This is an optimization exercise on Yosys and OpenROAD, whose aim is small area, not a production implementation.
Function was checked by simulation only, so behaviour that the tests miss may differ from the original.
Power and IR drop assume default switching activity.

==> design.v <==
`timescale 1ns / 1ps
module debouncer (
    input clk,
    input rst,
    input btn_in,
    output reg btn_out
);
    localparam [7:0] POL = 8'haa;
    reg [7:0] s;
    wire [7:0] q = s ^ POL;
    wire mismatch = btn_in ^ btn_out;
    wire term = (q & 8'hf7) == 8'hd4;
    wire en = mismatch & ~term & ~rst;
    wire [7:0] q_n = en ? {q[6:0], q[7] ^ q[2]} : 8'h55;
    always @(posedge clk) begin
        s <= q_n ^ POL;
        btn_out <= ~rst & (term ? btn_in : btn_out);
    end
endmodule
module top (
    input CLK100MHZ,
    input BTNC, BTNU, BTNL,
    input [15:0] swt,
    input rst,
    output [15:0] led,
    output [7:0] AN,
    output [6:0] segments
);
    wire clk = CLK100MHZ;
    reg [3:0] p;
    reg [8:0] h;
    reg blink;
    wire p9 = p[3] & ~p[2] & ~p[0];
    wire p4 = ~p[2] & p[1] & p[0];
    wire h499 = ~|{h[7:5], h[3:0]};
    wire h1 = ~|{h[7:4], h[2:0]};
    wire wrap = p9 & h499;
    wire sec_tick = wrap & ~blink;                        
    wire upd = p4 & blink & h1;                           
    always @(posedge clk) begin
        p <= rst ? 4'd0 : {p[2:0], p[0] ? p[2] ^ p[3] : ~p[3]};
        if (rst | wrap) h <= 9'h004;
        else if (p9) h <= {h[7:0], h[8] ^ h[3]};
        if (rst) blink <= 1'b0;
        else if (wrap) blink <= ~blink;
    end
    wire brake_db, rev_db, u_db, l_db;
    debouncer deb_brake(clk, rst, BTNC, brake_db);
    debouncer deb_rev(clk, rst, swt[8], rev_db);
    debouncer deb_u(clk, rst, BTNU, u_db);
    debouncer deb_l(clk, rst, BTNL, l_db);
    reg L, R, X, ebq;
    wire eb = u_db & l_db;
    wire press = eb & ~ebq;
    always @(posedge clk) begin
        if (rst) begin
            {L, R, X} <= 3'b000;
            ebq <= 1'b0;
        end else begin
            ebq <= eb;
            if (press) {L, R, X} <= X ? 3'b000 : 3'b111;
            else if (!X) begin
                case ({L, R})
                    2'b00: if (swt[7]) {L, R} <= 2'b11;
                           else if (swt[15]) {L, R} <= 2'b10;
                           else if (swt[0]) {L, R} <= 2'b01;
                    2'b10: if (!swt[15] && !swt[7]) {L, R} <= 2'b00;
                    2'b01: if (!swt[0] && !swt[7]) {L, R} <= 2'b00;
                    default: if (!swt[7]) {L, R} <= 2'b00;
                endcase
            end
        end
    end
    reg rs, A;
    reg [3:0] su;    
    reg [2:0] st;    
    reg [3:0] m;     
    wire su9 = su[3] & su[0];
    wire st5 = st[2] & st[0];
    wire [3:0] su_n = {(su[3] & ~su[0]) | (su[2] & su[1] & su[0]),
                       su[2] ^ (su[1] & su[0]),
                       ~su[3] & (su[1] ^ su[0]),
                       ~su[0]};
    wire [2:0] st_n = {(st[2] & ~st[0]) | (st[1] & st[0]),
                       ~st[2] & (st[1] ^ st[0]),
                       ~st[0]};
    wire [3:0] m_n = {m[3] ^ (m[2] & m[1] & m[0]), m[2] ^ (m[1] & m[0]), m[1] ^ m[0], ~m[0]};
    always @(posedge clk) begin
        if (rst) rs <= 1'b1;
        else if (sec_tick) rs <= ~X;
        if (sec_tick) A <= rs | ~X;
        if (rst || (upd && A)) begin
            su <= 4'd0; st <= 3'd0; m <= 4'd0;
        end else if (upd) begin
            su <= su_n;
            if (su9) begin
                st <= st_n;
                if (st5) m <= m_n;
            end
        end
    end
    reg v;
    reg [1:0] k;
    wire off = ~v & k[1] & k[0];
    always @(posedge clk) begin
        if (rst) begin
            v <= 1'b0; k <= 2'd3;
        end else if (p4) begin
            v <= X & ~off;
            k <= X ? {k[1] ^ k[0], ~k[0]} : 2'd3;
        end
    end
    wire m_ge10 = m[3] & (m[2] | m[1]);
    wire [3:0] m_units = m_ge10 ? {1'b0, m[2] & m[1], m[2] & ~m[1], m[0]} : m;
    reg [3:0] dv;
    always @(*) begin
        case (k)
            2'd0: dv = su;
            2'd1: dv = {1'b0, st};
            2'd2: dv = m_units;
            default: dv = {3'b000, m_ge10};
        endcase
        if (!v) dv = 4'd0;
    end
    reg [6:0] seg;
    always @(*) begin
        case (dv)
            4'h0: seg = 7'b1000000;
            4'h1: seg = 7'b1111001;
            4'h2: seg = 7'b0100100;
            4'h3: seg = 7'b0110000;
            4'h4: seg = 7'b0011001;
            4'h5: seg = 7'b0010010;
            4'h6: seg = 7'b0000010;
            4'h7: seg = 7'b1111000;
            4'h8: seg = 7'b0000000;
            default: seg = 7'b0010000;
        endcase
    end
    assign segments = off ? 7'b1111111 : seg;
    assign AN = {4'b1111, ~{v & k[1] & k[0], k[1] & ~k[0], ~k[1] & k[0], ~k[1] & ~k[0]}};
    wire brake = X | brake_db;
    assign led = {brake, blink & L, 6'b0, brake, rev_db, 4'b0, blink & R, brake};
endmodule
==> flow/run.sh <==
#!/bin/bash
# Own layout flow: the standard flow (standard.sh) with these changes:
#  - synthesis maps the logic with an area-oriented ABC script (flow/area.abc),
#    module by module (SYNTH_HIERARCHICAL 1, flattened after mapping), and
#    without the adder-extraction step (ADDER_MAP_FILE empty); register
#    mapping is untouched, and flow/regnames.py gives every register the
#    instance name the standard synthesis gave it (paired by Q net, same
#    cell type), so the registers match the standard synthesis;
#  - ports are buffered with the smallest buffer (buf_1);
#  - clock tree synthesis uses clkbuf_4 buffers and no dummy loads;
#  - one tie cell per constant value drives all the constant outputs.
# If the registers do not pair up, it falls back to the standard flow.
# Each tool's full output goes to its own log in this folder.
set -uo pipefail
HERE=$(pwd)
RES=$HERE/orfs/results/$FLOW_PLATFORM/top/base
# keep every file the tools write inside this folder
mkdir -p $HERE/tmp $HERE/home
export TMPDIR=$HERE/tmp HOME=$HERE/home XDG_CACHE_HOME=$HERE/home/.cache
export MY_ABC_SCRIPT=$HERE/flow/area.abc
EXTRA=(SYNTH_SCRIPT=$HERE/flow/my_synth.tcl ADDER_MAP_FILE= SKIP_REPAIR_TIE_FANOUT=1 "BUFFER_PORTS_ARGS=-buffer_cell sky130_fd_sc_hd__buf_1" "CTS_ARGS=-sink_clustering_enable -repair_clock_nets -dont_use_dummy_load -buf_list sky130_fd_sc_hd__clkbuf_4 -sink_clustering_size 24 -sink_clustering_max_diameter 80")

fallback() {
  echo "falling back to the standard flow: $1" | tee -a fallback.txt
  rm -rf $HERE/orfs
  bash standard.sh > standard.log 2>&1
  exit $?
}

# 1. the standard synthesis, for reference
bash standard.sh synth > std_synth.log 2>&1 || fallback "standard synthesis failed"
cp $RES/1_2_yosys.v $HERE/std_1_2_yosys.v
rm -rf $HERE/orfs
# 2. our synthesis
bash standard.sh "${EXTRA[@]}" SYNTH_HIERARCHICAL=1 SYNTH_MINIMUM_KEEP_SIZE=0 $RES/1_2_yosys.v > my_synth.log 2>&1 || fallback "own synthesis failed"
cp $RES/1_2_yosys.v $HERE/my_1_2_yosys.v
python3 $HERE/flow/regnames.py $HERE/std_1_2_yosys.v $HERE/my_1_2_yosys.v $RES/1_2_yosys.v > regnames.log 2>&1 \
  || fallback "registers do not pair up ($(tail -1 regnames.log))"
# 3. the rest of the flow
bash standard.sh "${EXTRA[@]}" finish > my_flow.log 2>&1
rc=$?
wait
rm -rf $HERE/tmp
exit $rc
==> flow/area.abc <==
strash
&get -n
&fraig -x
&put
scorr
dc2
strash
&get -n
&deepsyn -T 20
&put
strash
&get -n
&dch -f
&nf -R 1000
&put
mfs3 -a
==> flow/my_synth.tcl <==
# Standard synthesis (synth_recipe.tcl) with one change: ABC maps the
# combinational logic with the area-oriented script in MY_ABC_SCRIPT.
proc synth {args} { yosys synth -nofsm -noshare {*}$args }
if {[info exists ::env(MY_ABC_SCRIPT)] && $::env(MY_ABC_SCRIPT) ne ""} {
  proc abc {args} {
    set i [lsearch $args -script]
    if {$i >= 0} { lset args [expr {$i+1}] $::env(MY_ABC_SCRIPT) }
    set j [lsearch $args -D]
    if {$j >= 0} { set args [lreplace $args $j [expr {$j+1}]] }
    puts "MYABC: abc $args"
    yosys abc {*}$args
  }
}
source $::env(SCRIPTS_DIR)/synth.tcl
# left out here: clear keep_hierarchy, flatten, clean up, hide names made inside functions, write 1_2_yosys.v
==> flow/regnames.py <==
#!/usr/bin/env python3
"""Give the registers of netlist MINE the instance names that the standard
synthesis (netlist STD) gave them, pairing each register by the net on its Q
pin. Exits non-zero (and changes nothing) if the registers do not pair up one
to one with the same cell types.
usage: regnames.py STD MINE OUT"""
import re, sys

CELL = re.compile(r'^(\s*)(sky130_fd_sc_hd__\w+)\s+(\\\S+\s|[A-Za-z_][\w$]*)\s*\((.*?)\);', re.M | re.S)
FLOP = re.compile(r'sky130_fd_sc_hd__(df|edf|sdf|dl)')

def flops(text):
    res = {}
    for m in CELL.finditer(text):
        typ, name, body = m.group(2), m.group(3).strip(), m.group(4)
        if not FLOP.match(typ):
            continue
        q = re.search(r'\.Q\(\s*(\\\S+\s|[^\s()]+)\s*\)', body)
        if not q:
            sys.exit('no Q on %s' % name)
        key = q.group(1).strip()
        if key in res:
            sys.exit('Q net %s twice' % key)
        res[key] = (typ, name)
    return res

std_t = open(sys.argv[1]).read()
my_t = open(sys.argv[2]).read()
fs, fm = flops(std_t), flops(my_t)
if set(fs) != set(fm):
    sys.exit('register Q nets differ: %s' % sorted(set(fs) ^ set(fm))[:10])
for k in fs:
    if fs[k][0] != fm[k][0]:
        sys.exit('cell type differs on %s: %s vs %s' % (k, fs[k][0], fm[k][0]))
want = {fm[k][1]: fs[k][1] for k in fs}          # my flop name -> std name
taken = set(want.values())
n = [0]
def fresh():
    while True:
        n[0] += 1
        c = '_rn%d_' % n[0]
        if c not in taken:
            return c
def sub(m):
    name = m.group(3).strip()
    if name in want:
        new = want[name]
    elif name in taken:
        new = fresh()
    else:
        return m.group(0)
    tok = new + ' ' if new.startswith('\\') else new
    return '%s%s %s (%s);' % (m.group(1), m.group(2), tok, m.group(4))
out = CELL.sub(sub, my_t)
# check
fo = flops(out)
assert {k: v for k, v in fo.items()} == fs, 'rename failed'
open(sys.argv[3], 'w').write(out)
print('renamed %d registers' % sum(1 for k in fs if fs[k][1] != fm[k][1]))
==> standard.sh <==
#!/bin/bash
# synth_recipe.tcl (not shown) runs the flow's synth.tcl, then flattens the netlist and writes it again
# the make line also repeats each setting of config.mk as NAME=value (left out here)
make -C /OpenROAD-flow-scripts/flow DESIGN_CONFIG=/design/flow/config.mk WORK_HOME=/design/flow/orfs CLKGATE_MAP_FILE= SYNTH_SCRIPT=/design/flow/synth_recipe.tcl "${@:-finish}"
==> config.mk <==
export PLATFORM = sky130hd
export DESIGN_NAME = top
export DESIGN_NICKNAME = top
export VERILOG_FILES = /design/flow/design.v
export SDC_FILE = /design/flow/constraint.sdc
export NUM_CORES = 4
export LEC_CHECK = 0
export CAP_MARGIN = 20
export CORE_MARGIN = 2
export CORE_UTILIZATION = 40
export SLEW_MARGIN = 20
==> constraint.sdc <==
create_clock -name core_clock -period 10.0 [get_ports {CLK100MHZ}]
set_input_delay 2.0000 -clock core_clock [delete_from_list [all_inputs] [get_ports {CLK100MHZ}]]
set_output_delay 2.0000 -clock core_clock [all_outputs]
set_load 0.01 [all_outputs]
==> run notes, run 1 <==
max-cap viol count 0; min setup slack post-route 5.371 ns; transition time of the tightest slew-check pin 0.7521 ns; hold crit path type reg2reg; Synth Flop Type dfxtp_1; Post-CTS Resized 0; grt ovf 0; commonest non-fill, non-tap cell in the layout dfxtp_1; final setup skew 0.02740 ns; Clock Latency Late Sink 0.40 ns; fill cell count around 660; Total Nets Final 327; Worst Setup End Kind output port; Reg-to-Reg End m[3]; clock sinks 70; post-DP HPWL 3005 um; PortBufs 25; Hold Fails Final Rpt 0; area of the mapped netlist 2640 um^2; vias in the first global route 1725; Setup TNS Final 0 ns; Async SR Flop Fraction 0%; DRC violations left 0; Synth Register Bits 70; Die Width 85.24 um; area of the multi-input gates between 1000 and 1500 um^2; setup bufs post-CTS 0; I/O pin count 52; Req. time, crit path 8.00 ns; CTS H-tree lvls 3; CTS Buffer Depth 2; worst path cell trace clkinv_1, nor2_1, a222oi_1, a21o_1, o21ai_0, o22ai_1, a21oi_1, a21oi_1, a211oi_1, buf_1; Max VDD drop 0.1052 mV; post-synthesis sequential area ratio a little over half; TritonCTS clock tree done; Reg-to-Reg Start h[2]; RSZ-0062 raised after global routing no; pwr/cell area between 150 and 200 nW/um^2; Clk pin slew, worst setup/hold paths 0.08 ns; Placed Instance Area ~2700 um^2; crit start category register; Worst path most repeated cell a21oi_1; die height 85.24 um; Avg WL per Cell 11.03 um; Final ANT Viol Nets 0; CP Data Arrival Time 2.63 ns; Antenna Cells 0; core area 6350 um^2; Pleak roughly 1.0 nW; hold endpoint deb_u.s[4]; Ys Warns 8; layout cell share with drive strength beyond 1 3.289%; status complete, no violations; post-synth cell types 37; Place WS 5.772 ns; kind of cell adding the most delay to the critical path compound AO/OA/AOI/OAI gates; Std-Cell Rows 29; post-route clock period utilization 46.29%; initial antenna violation count 0; Final Critical Period 4.629 ns; Initial Util 41.58%; DR vias/cell 5.034; Avg Inst Size Synth 9.199 um^2; max incr delay on CP approximately 0.38 ns; Inserted Clock Buffers 9; critical path type reg2out; Layout area overhead 4.929%; CP max FO 4; final instance area 2770 um^2; hold_buf cts 0; register area roughly 1400 um^2; top cell type by total area after synthesis dfxtp_1; Hold Startpoint deb_u.s[3]; Die ar. between 7000 and 8000 um^2; R2R setup slack 7.10 ns; Hold Path Cell Cnt 1; Iter 0 DRT Violations 95; top cell type's share of synthesized area roughly 52%; Initial DRT Pass Iterations 5; detailed-route via count 1918; Max stage delay cell, worst path dfxtp_1; synthesized instance count 287; Total GRT Usage between 10% and 20%; ranking of synthesized cells by area dfxtp_1, nand2_1, buf_4, nor3_1, nor2_1; Syn Nets 308; gpl congestion ~0.84; clock root cell clkbuf_4; setup violators final 0; Reg2Reg Depth 9; final WL 4204 um; global-route wire length before repair roughly 7400 um; pin count of the biggest net entering global routing 27; number of synthesized flops with an enable pin 1; Max Fclk 216.0 MHz; most frequent cells in the layout dfxtp_1, nand2_1, buf_1; Max Slew Vio Count 0; CP Buf/Inv Count 2; headroom to the max-slew limit 49.47%
==> per-stage QoR <==
stage | power (mW) | util [%] | hold WS, ns | cells
6_report | 0.4447 | 43.63 | 0.3730 | 381
5_1_grt | 0.4687 | 43.63 | 0.3911 | 381
4_1_cts | 0.4521 | 43.63 | 0.3806 | 381
3_5_place_dp | 0.3297 | 42.56 | 0.3528 | 372
3_3_place_gp | 0.3292 | 42.56 | 0.3457 | 372
2_1_floorplan | 0.3244 | - | 0.3434 | 287
==> cells in the mapped netlist, types with 3 or more instances <==
| library cell | number |
|---|---|
| buf_4 | 18 |
| nor3_1 | 16 |
| o21ai_0 | 7 |
| and2_0 | 4 |
| a21oi_1 | 14 |
| nor2b_1 | 6 |
| and4_1 | 4 |
| and3_1 | 3 |
| a21o_1 | 3 |
| xor2_1 | 7 |
| xnor2_1 | 8 |
| nand2b_1 | 3 |
| nor4_1 | 3 |
| mux2i_1 | 5 |
| a22o_1 | 8 |
| dfxtp_1 | 69 |
| nand3_1 | 4 |
| nand2_1 | 53 |
| nor2_1 | 21 |
| clkinv_1 | 9 |
==> sequential cells by signal, indices dropped and copies added, names as in the netlist, named ones only <==
register,cells
A,1
L,1
R,1
X,1
blink,1
deb_brake.btn_out,1
deb_brake.s,8
deb_l.btn_out,1
deb_l.s,8
deb_rev.btn_out,1
deb_rev.s,8
deb_u.btn_out,1
deb_u.s,8
ebq,1
h,9
k,2
m,4
p,4
rs,1
st,2
su,3
v,1
==> modules after synthesis, one instance, submodules excluded <==
module / cells / cell area [um^2] / flops+latches / times used
top: 187 / 1584 / 34 / 1
debouncer: 25 / 264.0 / 9 / 4
==> routing by layer <==
layer  wire length, um  track usage [%]  vias to the layer above  share of wire [%]
met4                66            4.329                        0                1.6
met2              1851            19.82                       36                 44
met1              2011            15.54                      879                 48
met3               273            6.128                        6                6.5
met5                 0                0                        -                  0
li1                  -                -                      997                  -
==> worst max-delay path by stage <==
stage                  end  slack [ns]  depth (start not counted)  from
5_1_grt        segments[1]        5.09                         12  k[0]
4_1_cts        segments[1]        5.34                         10  k[0]
6_report       segments[1]        5.37                         10  k[0]
3_5_place_dp   segments[1]        5.77                         10  k[0]
2_1_floorplan  segments[1]        5.96                          9  k[0]
3_3_place_gp   segments[1]        5.85                         11  k[1]
==> kinds of logic (layout without fill, tap and decap cells) <==
group,count (synthesis),in the layout,synth area share [%]
buffers and inverters,27,44,6.398
xor gates and xnor gates,15,15,4.976
and+or+nand+nor,122,122,21.42
DFF,70,70,53.46
muxes,5,5,1.896
AOI/OAI and AO/OA,46,46,11.56
other,2,2,0.2845
==> layout make-up <==
class | count | share of cell area (%)
flip-flops and latches | 70 | 50.95
multi-input cells | 190 | 38.26
repair buffers | 26 | 3.659
well taps | 77 | 3.478
clock buffers | 9 | 2.439
inverters | 9 | 1.220
==> report_power, final <==
part | leakage, nW | internal [mW] | switching [mW]
Combinational | 0.427 | 0.0101 | 0.0176
Clock | 0.0414 | 0.0418 | 0.0800
Sequential | 0.577 | 0.289 | 0.00575
Total | 1.05 | 0.341 | 0.103
==> run 2, diff against run 1 <==
--- a/design.v
+++ b/design.v
@@ -53,22 +53,11 @@
     wire eb = u_db & l_db;
     wire press = eb & ~ebq;
+    wire Ln = (swt[7] & ~(R & ~L)) | (swt[15] & ~R);
+    wire Rn = (swt[7] & ~(L & ~R)) | (swt[0] & ~L & (R | ~swt[15]));
     always @(posedge clk) begin
-        if (rst) begin
-            {L, R, X} <= 3'b000;
-            ebq <= 1'b0;
-        end else begin
-            ebq <= eb;
-            if (press) {L, R, X} <= X ? 3'b000 : 3'b111;
-            else if (!X) begin
-                case ({L, R})
-                    2'b00: if (swt[7]) {L, R} <= 2'b11;
-                           else if (swt[15]) {L, R} <= 2'b10;
-                           else if (swt[0]) {L, R} <= 2'b01;
-                    2'b10: if (!swt[15] && !swt[7]) {L, R} <= 2'b00;
-                    2'b01: if (!swt[0] && !swt[7]) {L, R} <= 2'b00;
-                    default: if (!swt[7]) {L, R} <= 2'b00;
-                endcase
-            end
-        end
+        ebq <= ~rst & eb;
+        X <= ~rst & (X ^ press);
+        L <= ~rst & (press ? ~X : (X | Ln));
+        R <= ~rst & (press ? ~X : (X | Rn));
     end
     reg rs, A;
==> run 2 against run 1 <==
- still clean on timing, DRC and antenna
- wire length rose by 0.14%
- clock skew rose by 0.0049 ns
- global-route usage rose by 0.10 points
- sequential cell count did not move
- first-iteration DRC count fell by 32%
- non-clock buffer count fell by 1
- sequential power barely moved
- core utilization fell by 0.26 points
- largest cell class unchanged
==> run notes, run 2 <==
status complete, no violations; Total GRT Usage about an eighth; grt ovf 0; Setup TNS Final 0 ns; R2R setup slack 7.05 ns; Reg-to-Reg Start h[7]; DRC violations left 0; setup bufs post-CTS 0; post-DP HPWL 2978 um; met1 WL about 2100 um; CTS Buffer Depth 2; top cell type by total area after synthesis dfxtp_1; critical path type reg2out; Layout area overhead 4.660%; Hold Path Cell Cnt 1; final instance area 2754 um^2; Final ANT Viol Nets 0; area of the mapped netlist 2631 um^2; final non-filler cell total 377; Syn Nets ~300; Synth Register Bits 70; Reg2Reg Depth 9; die height 85.11 um; gpl congestion roughly 0.79; Req. time, crit path 8.00 ns; Max VDD drop 0.09231 mV; synthesized instance count about 280; CP Data Arrival Time 2.55 ns; CTS H-tree lvls 3; post-route clock period utilization 45.54%; I/O pin count 52; dpl cells 368; hold crit path type reg2reg; ranking of synthesized cells by area dfxtp_1, nand2_1, buf_4, nor2_1, a21oi_1; Die Width about 85 um; Clock Latency Late Sink 0.39 ns; final WL around 4200 um; CP max FO 9; commonest non-fill, non-tap cell in the layout dfxtp_1; Post-CTS Resized 0; Max Fclk between 200 and 250 MHz; hold endpoint deb_rev.s[7]; Max Slew Vio Count 0; Reg-to-Reg End m[3]; utilization after layout approximately 43%; most frequent cells in the layout dfxtp_1, nand2_1, buf_1; global-route wire length before repair roughly 7500 um; Inserted Clock Buffers 9; post-synth cell types 36; hold_buf cts 0; post-synthesis sequential area ratio 53.64%; Total Nets Final 323; clock root cell clkbuf_4; Worst Setup End Kind output port; core area 6350 um^2; most common cell in the netlist dfxtp_1; Hold Startpoint deb_rev.s[6]; clock sinks 70; Avg WL per Cell 11.17 um; vias in the first global route 1717; transition time of the tightest slew-check pin 0.9791 ns; wire length on met2 ~1900 um; pin count of the biggest net entering global routing 24; top cell type's share of synthesized area 52.50%; setup violators final 0; Ys Warns 8; TritonCTS clock tree done; layout cell share with drive strength beyond 1 3.000%; Placed Instance Area between 2000 and 3000 um^2; Avg Inst Size Synth 9.265 um^2; most instantiated cells after synthesis dfxtp_1, nand2_1, nor2_1, buf_4, a21oi_1; number of synthesized flops with an enable pin 1; Synth Flop Type dfxtp_1; Final Critical Period 4.554 ns; detailed-route via count around 1.9k; Hold Fails Final Rpt 0; RSZ-0062 raised after global routing no; initial antenna violation count 0; Die ar. 7243 um^2; Antenna Cells 0; Initial Util 41.44%; final setup skew 0.03235 ns; register with the most flip-flops h; Async SR Flop Fraction 0%; DR vias/cell 5.003; Iter 0 DRT Violations 65; Initial DRT Pass Iterations 4; PortBufs 25; fill cell count 604; pwr/cell area 159.5 nW/um^2; met3 wire length 254 um; crit start category register; Clk pin slew, worst setup/hold paths 0.11 ns; top sig layer met4; headroom to the max-slew limit 34.73%; max reg flops 9; Pleak 1.022 nW; max-cap viol count 0; Std-Cell Rows 29
## run 2: metrics by stage
| step | hold WS, ns | power [mW] | worst slack (ns) |
|---|---|---|---|
| after floorplan | 0.3434 | 0.3214 | 6.122 |
| after global placement | 0.3510 | 0.3244 | 5.876 |
| after detailed placement | 0.3511 | 0.3249 | 5.883 |
| after CTS | 0.3782 | 0.4470 | 5.454 |
| after global routing | 0.3915 | 0.4635 | 5.073 |
| final | 0.3698 | 0.4394 | 5.446 |
## run 2: per-module statistics from Yosys (local to each module, per instance)
module | flip-flops and latches | area, um^2 | cells
debouncer | 9 | 264.0 | 25
top | 34 | 1575 | 184
## run 2: how the worst max path moves through the flow
stage / from / to / slack (ns)
2_1_floorplan: k[0] / segments[0] / 6.12
4_1_cts: k[0] / segments[1] / 5.45
3_5_place_dp: k[0] / segments[1] / 5.88
3_3_place_gp: k[0] / segments[1] / 5.88
5_1_grt: k[0] / segments[1] / 5.07
6_report: k[0] / segments[1] / 5.45
## run 2: metal layers
layer / track usage (%) / up-vias
met2: 19.96 / 35
met5: 0 / -
li1: - / 983
met1: 16.03 / 863
met4: 3.463 / 0
met3: 6.226 / 5
## run 2: report_power, final
part | internal [mW] | switching, mW | leakage [nW]
sequential | 0.289 | 0.00546 | 0.575
combinational | 0.00874 | 0.0151 | 0.405
clock | 0.0419 | 0.0793 | 0.0414
## run 2: cells by family after synthesis
logic type	after synthesis	share of synthesized area (%)
AO/OA/AOI/OAI	45	11.17
other	2	0.2854
multiplexers	5	1.902
XOR/XNOR	13	4.327
AND/OR/NAND/NOR	124	22.54
flip-flops	70	53.64
buffers and inverters	25	6.134
## run 2: final cells by class
type                    instances  area (um^2)  share of cell area, %
well taps                      77        96.34                  3.498
flip-flops and latches         70         1411                  51.25
repair buffers                 25        93.84                  3.408
multi-input cells             189         1059                  38.44
inverters                       7        26.28                 0.9541
clock buffers                   9        67.56                  2.453
## run 2: worst max-delay path: stages, from the launching register on
cell and delay, ns:
dfxtp_1 0.47, nor2b_1 0.32, clkinv_1 0.14, o22ai_1 0.19, a31oi_1 0.07, o21a_1 0.15, a21oi_1 0.23, nor3b_1 0.31
nand2b_1 0.15, buf_1 0.15
==> run 3, diff against run 2 <==
--- a/flow/area.abc
+++ b/flow/area.abc
@@ -7,5 +7,5 @@
 strash
 &get -n
-&deepsyn -T 20
+&deepsyn -J 2000 -T 200
 &put
 strash
==> run 3 against run 2 <==
- still clean on timing, DRC and antenna
- synthesized area is 0.52% lower
- count of clock-buffer cells in the layout stayed put
- global-route usage is 0.060 points lower
- sequential power hardly changed
- core utilization is 0.099 points lower
- first-iteration DRC count is 20% lower
- fmax is 3.0% lower
- final cell count stayed put
- die area is 0.49% lower
- critical path type unchanged
- largest cell class unchanged
- highest routed layer unchanged
==> run notes, run 3 <==
status complete, no violations; TritonCTS clock tree done; pin count of the biggest net entering global routing 24; CP max FO 6; layout cell share with drive strength beyond 1 3.333%; Pleak 1.015 nW; Clk pin slew, worst setup/hold paths approximately 0.10 ns; max-cap viol count 0; Avg WL per Cell approximately 11 um; most instantiated cells after synthesis dfxtp_1, nand2_1, nor2_1, buf_4; most frequent cells in the layout dfxtp_1, nand2_1, buf_1; clock root cell clkbuf_4; setup bufs post-CTS 0; headroom to the max-slew limit 48.78%; Inserted Clock Buffers 9; Antenna Cells 0; CP Data Arrival Time 2.69 ns; global-route wire length before repair 7286 um; Placed Instance Area 2680 um^2; top cell type by total area after synthesis dfxtp_1; Post-CTS Resized 0; core area ~6300 um^2; Reg-to-Reg Start h[7]; Gate power share 6.0%; Hold Fails Final Rpt 0; area of the mapped netlist 2618 um^2; post-DP HPWL ~3000 um; gpl congestion 0.7908; initial antenna violation count 0; post-synthesis sequential area ratio between 50% and 60%; post-route clock period utilization a little under half; hold crit path type reg2reg; final instance area approximately 2700 um^2; most common cell in the netlist dfxtp_1; clock share of power between 20% and 30%; Hold Startpoint deb_rev.s[6]; Max Slew Vio Count 0; Avg Inst Size Synth 9.249 um^2; max reg flops 9; ranking of synthesized cells by area dfxtp_1, nand2_1, buf_4, nor2_1, a21oi_1; critical path type reg2out; register with the most flip-flops h; Setup TNS Final 0 ns; Pint 0.3407 mW; Initial Util between 40 and 50%; number of synthesized flops with an enable pin 1; Final Critical Period 4.693 ns; Req. time, crit path roughly 8.0 ns; CTS H-tree lvls 3; I/O pin count 52; Syn Nets just over 300; crit start category register; vias in the first global route 1709; crit path launch k[1]; dpl cells 368; Synth Register Bits 70; DRC violations left 0; final non-filler cell total 377; transition time of the tightest slew-check pin ~0.76 ns; Clock Latency Late Sink 0.41 ns; Die Width 84.90 um; final WL 4185 um; Initial DRT Pass Iterations 4; Synth Flop Type dfxtp_1; Worst Setup End Kind output port; detailed-route via count 1845; Total Nets Final 323; commonest non-fill, non-tap cell in the layout dfxtp_1; hold_buf cts 0; Max Fclk 213.1 MHz; Layout area overhead 4.972%; synthesized instance count ~280; Die ar. 7207 um^2; CTS Buffer Depth 2; grt ovf 0; setup violators final 0; Max VDD drop just over 0.09 mV; Async SR Flop Fraction 0%; final setup skew 0.03698 ns; Sw Ratio around a quarter; Total GRT Usage 12.80%; fill cell count 618; Iter 0 DRT Violations 52; Std-Cell Rows 29; Ys Warns 8; sequential power share about two thirds; R2R setup slack 7.09 ns; Net Sw Power around 0.10 mW; RSZ-0062 raised after global routing no; PortBufs 25; post-synth cell types 35; pwr/cell area between 150 and 200 nW/um^2; die height 84.90 um; clock sinks 70; top cell type's share of synthesized area 52.77%; Final ANT Viol Nets 0; DR vias/cell 4.894; power consumption 0.4442 mW; utilization after layout a little over two fifths
==> run 3: changes by cell type in the layout (fill, tap and decap cells not counted), sizes merged, moves of 2 or more <==
cell,before,now
o21ai,5,10
nor3b,5,2
nor2,22,24
xor2,6,8
nand2,49,46
==> run 3: Yosys stat by module (local to each module, per instance) <==
module / area, um^2 / times used
top: 1561 / 1
debouncer: 264.0 / 4
==> run 3: final cells by class <==
class	count	area, um^2	area share, %
flip-flops and latches	70	1411	51.37
multi-input cells	187	1041	37.89
repair buffers	26	101.3	3.689
well taps	77	96.34	3.506
clock buffers	9	67.56	2.459
inverters	8	30.03	1.093
==> run 3: worst paths after layout <==
check                                    end  depth (start not counted)
worst max-delay path             segments[2]                         11
worst min-delay path            deb_rev.s[7]                          1
worst max register to register          m[3]                          9
worst min register to register  deb_rev.s[7]                          1
==> run 3: logic make-up after synthesis <==
| logic type | share of synthesized area [%] |
|---|---|
| multiplexers | 1.912 |
| flip-flops | 53.92 |
| AO/OA/AOI/OAI | 10.95 |
| buffers and inverters | 6.310 |
| XOR/XNOR | 4.685 |
| other | 0.2869 |
| AND/OR/NAND/NOR | 21.94 |
==> run 3: critical path: stages, from the launching register on <==
cell,delay [ns]
dfxtp_1,0.42
nor2b_1,0.27
clkinv_1,0.14
a21oi_1,0.19
a221o_1,0.21
nor2_1,0.09
a21oi_1,0.17
o21ai_0,0.13
nand2b_1,0.22
a21oi_1,0.19
and2_0,0.14
buf_1,0.15
==> run 3: metrics by stage <==
step                hold slack, ns  setup slack [ns]
floorplan                   0.3434             5.830
detailed placement          0.3536             5.749
CTS                         0.3741             5.311
global placement            0.3481             5.782
global route                0.3864             4.954
finish                      0.3694             5.307
==> run 3: per-layer routing <==
| metal | vias up | track usage (%) | wire (um) |
|---|---|---|---|
| met2 | 28 | 19.26 | 1786 |
| met3 | 4 | 5.739 | 240 |
| met5 | - | 0 | 0 |
| met1 | 829 | 15.72 | 2101 |
| li1 | 984 | - | - |
| met4 | 0 | 6.061 | 56 |
==> run 3: power groups by stage <==
| stage | registers (mW) | logic, mW | clock network (mW) |
|---|---|---|---|
| 5_1_grt | 0.297 | 0.0313 | 0.141 |
| 4_1_cts | 0.295 | 0.0274 | 0.128 |
| 3_3_place_gp | 0.302 | 0.0268 | 0 |
| 2_1_floorplan | 0.300 | 0.0237 | 0 |
| 3_5_place_dp | 0.302 | 0.0273 | 0 |
| 6_report | 0.295 | 0.0268 | 0.122 |

separate check: timing with driven ports:
How much do the figures lean on ideal ports? The routed layouts below were timed once more, with nothing changed but the port constraints. Step 1, drivers: a clkbuf_16 drives CLK100MHZ and a buf_2 each remaining input, both assumed. Step 2, shift: input delay + t, output delay - t, t = (earliest + latest rising clock arrival at the registers) / 2. This alone moves slack from input paths to output paths. Slacks: ideal / step 1 / step 2; pairs: ideal / step 1.
run | t, ns | setup WS [ns] | worst setup path after step 2 | clock arrival spread, ns | worst data-port slew with drivers (ns)
run 1 | 0.409 | 5.371 / 5.346 / 5.755 | register to output | 0.032 / 0.033 | 0.03
run 2 | 0.403 | 5.446 / 5.420 / 5.823 | register to output | 0.032 / 0.032 | 0.03
run 3 | 0.413 | 5.307 / 5.281 / 5.694 | register to output | 0.037 / 0.038 | 0.04
After both steps setup and hold are still met in every run listed.
